Context: an optimization exercise on an open-source flow, tuned for small area and a short achievable clock period. The choices shown serve that exercise and are no tape-out recipe.
At most, simulation tests tie the RTL to the original design; equivalence was not proved.
The flow treats the clock pin as an ideal source. Dropping or thinning the clock tree relies on that and would not hold on a real chip.
Power and IR drop assume default switching activity.

Setup of try-maple:
// UART
module UART (
    input  wire CLK,        
    input  wire rst,        
    input  wire btn_0,      
    output wire UART_TX,    
    input  wire UART_RX     
);
localparam [1:0] WAIT_ACTI = 2'd0,
                 SEND_CHAR = 2'd1,
                 RDY       = 2'd2,
                 WAIT_RDY  = 2'd3;
localparam       BTN       = 1'b0,
                 PARROT    = 1'b1;
reg  [1:0] uart_state;
reg  [3:0] str_idx;
reg        send_mode;
reg        send_char;
wire       ready;
wire       tail;
wire [7:0] recv_data;
wire       vald_data;
wire [7:0] cur;
wire       nempty;
wire       full;
wire       vald_next;
wire       nempty_d;
wire       full_d;
reg        w_enable;
reg        r_enable;
wire       acti_d = (uart_state == WAIT_ACTI && !r_enable && !btn_0) ||
                    (uart_state == WAIT_RDY && ready && (send_mode == PARROT || str_idx == 4'd8));
always @(posedge CLK) begin
    w_enable <= vald_next && !full_d;
    r_enable <= !rst && acti_d && nempty_d;
end
UART_TX_CTRL uart_tx_ctrl (
    .CLK(CLK),
    .rst(rst),
    .send(send_char),
    .mode(send_mode),
    .cur(cur),
    .char(str_idx[2:0]),       
    .ready(ready),
    .tail(tail),
    .UART_TX(UART_TX)
);
UART_RX_CTRL uart_rx_ctrl (
    .CLK(CLK),
    .rst(rst),
    .UART_RX(UART_RX),
    .recv_data(recv_data),
    .vald_data(vald_data),
    .vald_next(vald_next)
);
FIFO fifo (
    .CLK(CLK),
    .rst(rst),
    .w_enable(w_enable),
    .r_enable(r_enable),
    .allow(uart_state == WAIT_ACTI || send_mode == BTN || tail),
    .w_data(recv_data),
    .cur(cur),
    .nempty(nempty),
    .full(full),
    .nempty_d(nempty_d),
    .full_d(full_d)
);
always @(posedge CLK) begin
    if (rst) begin
        uart_state <= WAIT_ACTI;
        send_mode  <= BTN;
    end
    else
    case (uart_state)
        WAIT_ACTI:
            if (r_enable) begin
                uart_state <= SEND_CHAR;
                send_mode  <= PARROT;
            end
            else if (btn_0) begin
  ...
For scale: roughly 2,800 cells after synthesis, roughly 2,100 flip-flops.
export LEC_CHECK = 0
export ABC_AREA = 1
export CAP_MARGIN = 20
export CORE_MARGIN = 2
export CORE_UTILIZATION = 65
export SLEW_MARGIN = 20
create_clock -name core_clock -period 10.0 [get_ports {CLK}]
standard.sh (not shown) runs the stock make flow with config.mk's settings and CLKGATE_MAP_FILE= SYNTH_SCRIPT=/design/flow/synth_recipe.tcl, a recipe that flattens the netlist after the stock synthesis.
==> flow/flow/run.sh <==
#!/bin/bash
# The standard layout flow (standard synthesis unchanged), with
#  - a buf_4 on each port instead of the default port buffer,
#  - clock-tree sink clusters of up to 36 flip-flops, no dummy loads,
#  - the clock tree rebuilt as four levels of inv_16 (post_cts.tcl,
#    retree.tcl): the leaf clusters of the CTS tree are kept, each now
#    driven by an inv_16; above them the clock port drives four inv_16,
#    each driving two, each driving two that drive the leaves; a leaf
#    with a flip-flop clock slew over 112 ps is split in two,
#  - timing repair aiming at a setup slack of SETUP_MARGIN ns.
set -uo pipefail
F=$(pwd)/flow
SETUP_MARGIN=${SETUP_MARGIN:-7.2}
export FANOUTS="4 2 2"
export CELLS="sky130_fd_sc_hd__inv_16 sky130_fd_sc_hd__inv_16 sky130_fd_sc_hd__inv_16"
export LEAFCELL=sky130_fd_sc_hd__inv_16
bash standard.sh \
  BUFFER_PORTS_ARGS="-buffer_cell sky130_fd_sc_hd__buf_4" \
  CTS_ARGS="-sink_clustering_enable -repair_clock_nets -sink_clustering_size 36 -sink_clustering_max_diameter 70 -dont_use_dummy_load" \
  SKIP_CTS_REPAIR_TIMING=1 POST_CTS_TCL=$F/post_cts.tcl \
  SETUP_SLACK_MARGIN=$SETUP_MARGIN \
  finish > standard.log 2>&1
Other scripts of this flow, unchanged in this note and not shown: flow/flow/post_cts.tcl, flow/flow/retree.tcl
try-maple completed end to end with timing, DRC and antenna clean.
### try-maple -> try-pepper
- CORE_UTILIZATION changed from 65 to 70
Notes after the runs:
Compare try-maple and try-pepper | total design power lower: try-maple. Looking at global-route wire length before repair, try-pepper sits 37,000 µm above try-maple. Lower setup slack goes to try-pepper over try-maple. Compared with try-maple, final routed wirelength across all metal layers in try-pepper increased by more than a quarter. On worst-case hold slack, the higher figure sits with try-pepper, not try-maple. Comparing try-maple with try-pepper, the sequential power came out essentially unchanged. [compare] base=try-maple new=try-pepper: number of antenna diodes up 3; total non-filler cell area in the finished layout +0.84%; global-route usage went up 10 points. On I/O pin count, try-maple and try-pepper are neck and neck. Die extent in y shrinks by a few percent when moving from try-maple to try-pepper.
Inputs modified between try-pepper and try-indigo:
- CORE_UTILIZATION now 65, was 70
-- flow/flow/run.sh --
<<< try-pepper, line 3
#  - a buf_4 on each port instead of the default port buffer,
>>> try-indigo, line 3
#  - a buf_8 on each port instead of the default port buffer,
<<< try-pepper, line 18
  BUFFER_PORTS_ARGS="-buffer_cell sky130_fd_sc_hd__buf_4" \
>>> try-indigo, line 18
  BUFFER_PORTS_ARGS="-buffer_cell sky130_fd_sc_hd__buf_8" \
--- outcome ---
- For try-pepper, the top routing layer in use was met5, unlike try-indigo, where it was met4.
- Side by side, internal power contribution turned out lower in try-indigo than in try-pepper.
- STATUS clock tree skew after final layout: try-indigo wins against try-pepper
- try-pepper → try-indigo: detailed-route wire length per cell went down 33%; share of power burned in registers went up 3.7 points; detailed route wirelength on metal3 went down about 60%.
- Hold slack: try-indigo vs try-pepper up 7.7 ps
What try-tundra does differently from try-indigo at the input level:
-- flow/flow/run.sh --
<<< try-indigo, line 3
#  - a buf_8 on each port instead of the default port buffer,
>>> try-tundra, line 3
#  - a buf_6 on each port instead of the default port buffer,
<<< try-indigo, line 18
  BUFFER_PORTS_ARGS="-buffer_cell sky130_fd_sc_hd__buf_8" \
>>> try-tundra, line 18
  BUFFER_PORTS_ARGS="-buffer_cell sky130_fd_sc_hd__buf_6" \
Notes after the runs:
Diff try-indigo..try-tundra | post-layout instance area | negligible. Going from try-indigo to try-tundra, share of the cycle needed by the critical path after routing comparable; final standard cell count with taps included and fillers excluded comparable. ~same share of the core filled with cells in try-tundra and try-indigo. | layout-stage area growth over the synthesis result | try-tundra vs try-indigo | ≈ equal |. Changes observed in try-tundra relative to try-indigo: overall routed net length moved up; synthesized netlist cell count stayed essentially flat; maximum operating frequency picked up an extra about 0.4%; maximum net fanout on the critical path now sits at about the same level. Reported for try-tundra and try-indigo, multi-input combinational gate total turned out identical to the last digit.
No run of this note takes its clock network from TritonCTS; it comes from the design's own scripts or RTL.

========
## lane 1
UART, a different RTL version from the one above (not shown whole).
For scale: ~2,100 flip-flops.
==> flow/design.v (excerpt) <==
module UART (
    input  wire CLK,        
    input  wire rst,        
    input  wire btn_0,      
    output wire UART_TX,    
    input  wire UART_RX     
);
==> flow/config.mk <==
export PLATFORM = sky130hd
export DESIGN_NAME = UART
export DESIGN_NICKNAME = UART
export VERILOG_FILES = /design/flow/design.v
export SDC_FILE = /design/flow/constraint.sdc
export NUM_CORES = 4
export LEC_CHECK = 0
export CAP_MARGIN = 20
export CORE_MARGIN = 2
export CORE_UTILIZATION = 80
export SLEW_MARGIN = 20
==> flow/constraint.sdc <==
create_clock -name core_clock -period 10.0 [get_ports {CLK}]
set_input_delay 2.0000 -clock core_clock [delete_from_list [all_inputs] [get_ports {CLK}]]
set_output_delay 2.0000 -clock core_clock [all_outputs]
set_load 0.01 [all_outputs]
==> flow/flow/run.sh <==
#!/bin/bash
# The standard layout flow (standard synthesis unchanged), with
#  - a buf_4 on each port instead of the default port buffer,
#  - larger clock-tree sink clusters and no dummy loads in the clock tree.
set -uo pipefail
bash standard.sh \
  BUFFER_PORTS_ARGS="-buffer_cell sky130_fd_sc_hd__buf_4" \
  CTS_ARGS="-sink_clustering_enable -repair_clock_nets -sink_clustering_size 30 -sink_clustering_max_diameter 100 -dont_use_dummy_load" \
  finish > standard.log 2>&1
FAIL lane 1 @ detailed placement (3_5_place_dp): tool exited with error
For lane 2, these inputs were changed with respect to lane 1:
--- a/flow/config.mk
+++ b/flow/config.mk
@@ -8,4 +8,4 @@
 export CAP_MARGIN = 20
 export CORE_MARGIN = 2
-export CORE_UTILIZATION = 80
+export CORE_UTILIZATION = 40
 export SLEW_MARGIN = 20
Notes after the runs:
- Between lane 2 and lane 1, it is lane 2 whose row count is higher, by 37.
- Lane 2 vs. lane 1: half-perimeter wire length after placement went down by about 33%.
- Gate count of the mapped netlist: lane 1 vs lane 2 identical
- The flow did not stop early for lane 2: all stages ran, and the layout cleared the timing, design-rule and antenna checks.
- Compared with lane 1, lane 2 shows vertical extent of the die that has gone up by more than a quarter.
## Diff of input files: lane 3 against lane 2
--- a/flow/config.mk
+++ b/flow/config.mk
@@ -7,5 +7,7 @@
 export LEC_CHECK = 0
 export CAP_MARGIN = 20
+export CELL_PAD_IN_SITES_DETAIL_PLACEMENT = 0
+export CELL_PAD_IN_SITES_GLOBAL_PLACEMENT = 0
 export CORE_MARGIN = 2
-export CORE_UTILIZATION = 40
+export CORE_UTILIZATION = 80
 export SLEW_MARGIN = 20
## What came out
- Lane 3 did not finish: a tool error stopped it during detailed placement (3_5_place_dp).
- Lane 3 reports a higher initial core utilization than lane 2 does.
- On area after synthesis, lane 2 and lane 3 are neck and neck.
- As far as number of enable-type register cells in the synthesized netlist goes, lane 2 and lane 3 are indistinguishable; the numbers are identical.
- Higher global placer's final weighted congestion goes to lane 3 over lane 2.
- Re arithmetic-cell share of the synthesized area counting full adders, half adders and majority gates: no difference whatsoever between lane 2 and lane 3.
- Going from lane 2 to lane 3, placed wire-length estimate now larger, die span in y lower, width of the chip now sits lower, total number of placement rows fell by 30%.
- As far as mux share of post-synthesis cell area goes, lane 2 and lane 3 are indistinguishable; the numbers are identical.
diff inputs: lane 3 => lane 4
--- a/flow/config.mk
+++ b/flow/config.mk
@@ -7,7 +7,5 @@
 export LEC_CHECK = 0
 export CAP_MARGIN = 20
-export CELL_PAD_IN_SITES_DETAIL_PLACEMENT = 0
-export CELL_PAD_IN_SITES_GLOBAL_PLACEMENT = 0
 export CORE_MARGIN = 2
-export CORE_UTILIZATION = 80
+export CORE_UTILIZATION = 65
 export SLEW_MARGIN = 20
## What came out
Lane 4 was carried through to the last stage, and its layout satisfied the timing, design-rule and antenna checks.
Lane 4 vs lane 3: placer's final routability congestion estimate down in lane 4
The vertical extent of the die in lane 4 is 1.11 times that in lane 3.
Re post-synth design cell area: no difference whatsoever between lane 4 and lane 3.
No functional check of the RTL was part of any run of this note.

==> afterwards: timing with drivers on the ports <==
Ports are ideal in the flow. The routed layouts listed here were re-timed in OpenROAD.
Step 1 (the two cells are an assumption about what drives the block):
set clk [get_ports {CLK}]
set_driving_cell -lib_cell sky130_fd_sc_hd__clkbuf_16 $clk
set_driving_cell -lib_cell sky130_fd_sc_hd__buf_2 [delete_from_list [all_inputs] $clk]
Step 2 times the ports against the registers' clock, not the clock port: input delays grow and output delays shrink by t, the midpoint of the rising clock arrivals with the driver on.
Three values: no drivers, after step 1, after step 2; two values: the first two.
run	shift t [ns]	slack for setup (ns)	worst hold slack (ns)	pins driven straight from the clock port
try-maple	0.537	7.274 / 7.053 / 6.935	0.277 / 0.277 / 0.277	4
try-pepper	0.552	7.229 / 7.014 / 6.936	0.284 / 0.284 / 0.284	4
try-indigo	0.535	7.257 / 7.040 / 6.964	0.292 / 0.292 / 0.292	4
try-tundra	0.535	7.269 / 7.052 / 6.946	0.290 / 0.290 / 0.290	4
lane 2	0.694	6.877 / 6.814 / 6.679	0.287 / 0.287 / 0.287	1
lane 4	0.688	6.930 / 6.866 / 6.683	0.296 / 0.296 / 0.296	1
After both steps every run listed still meets setup and hold. For try-maple, which loses most, drivers alone change the setup slack by -0.221 ns; drivers and shift together by -0.339 ns.
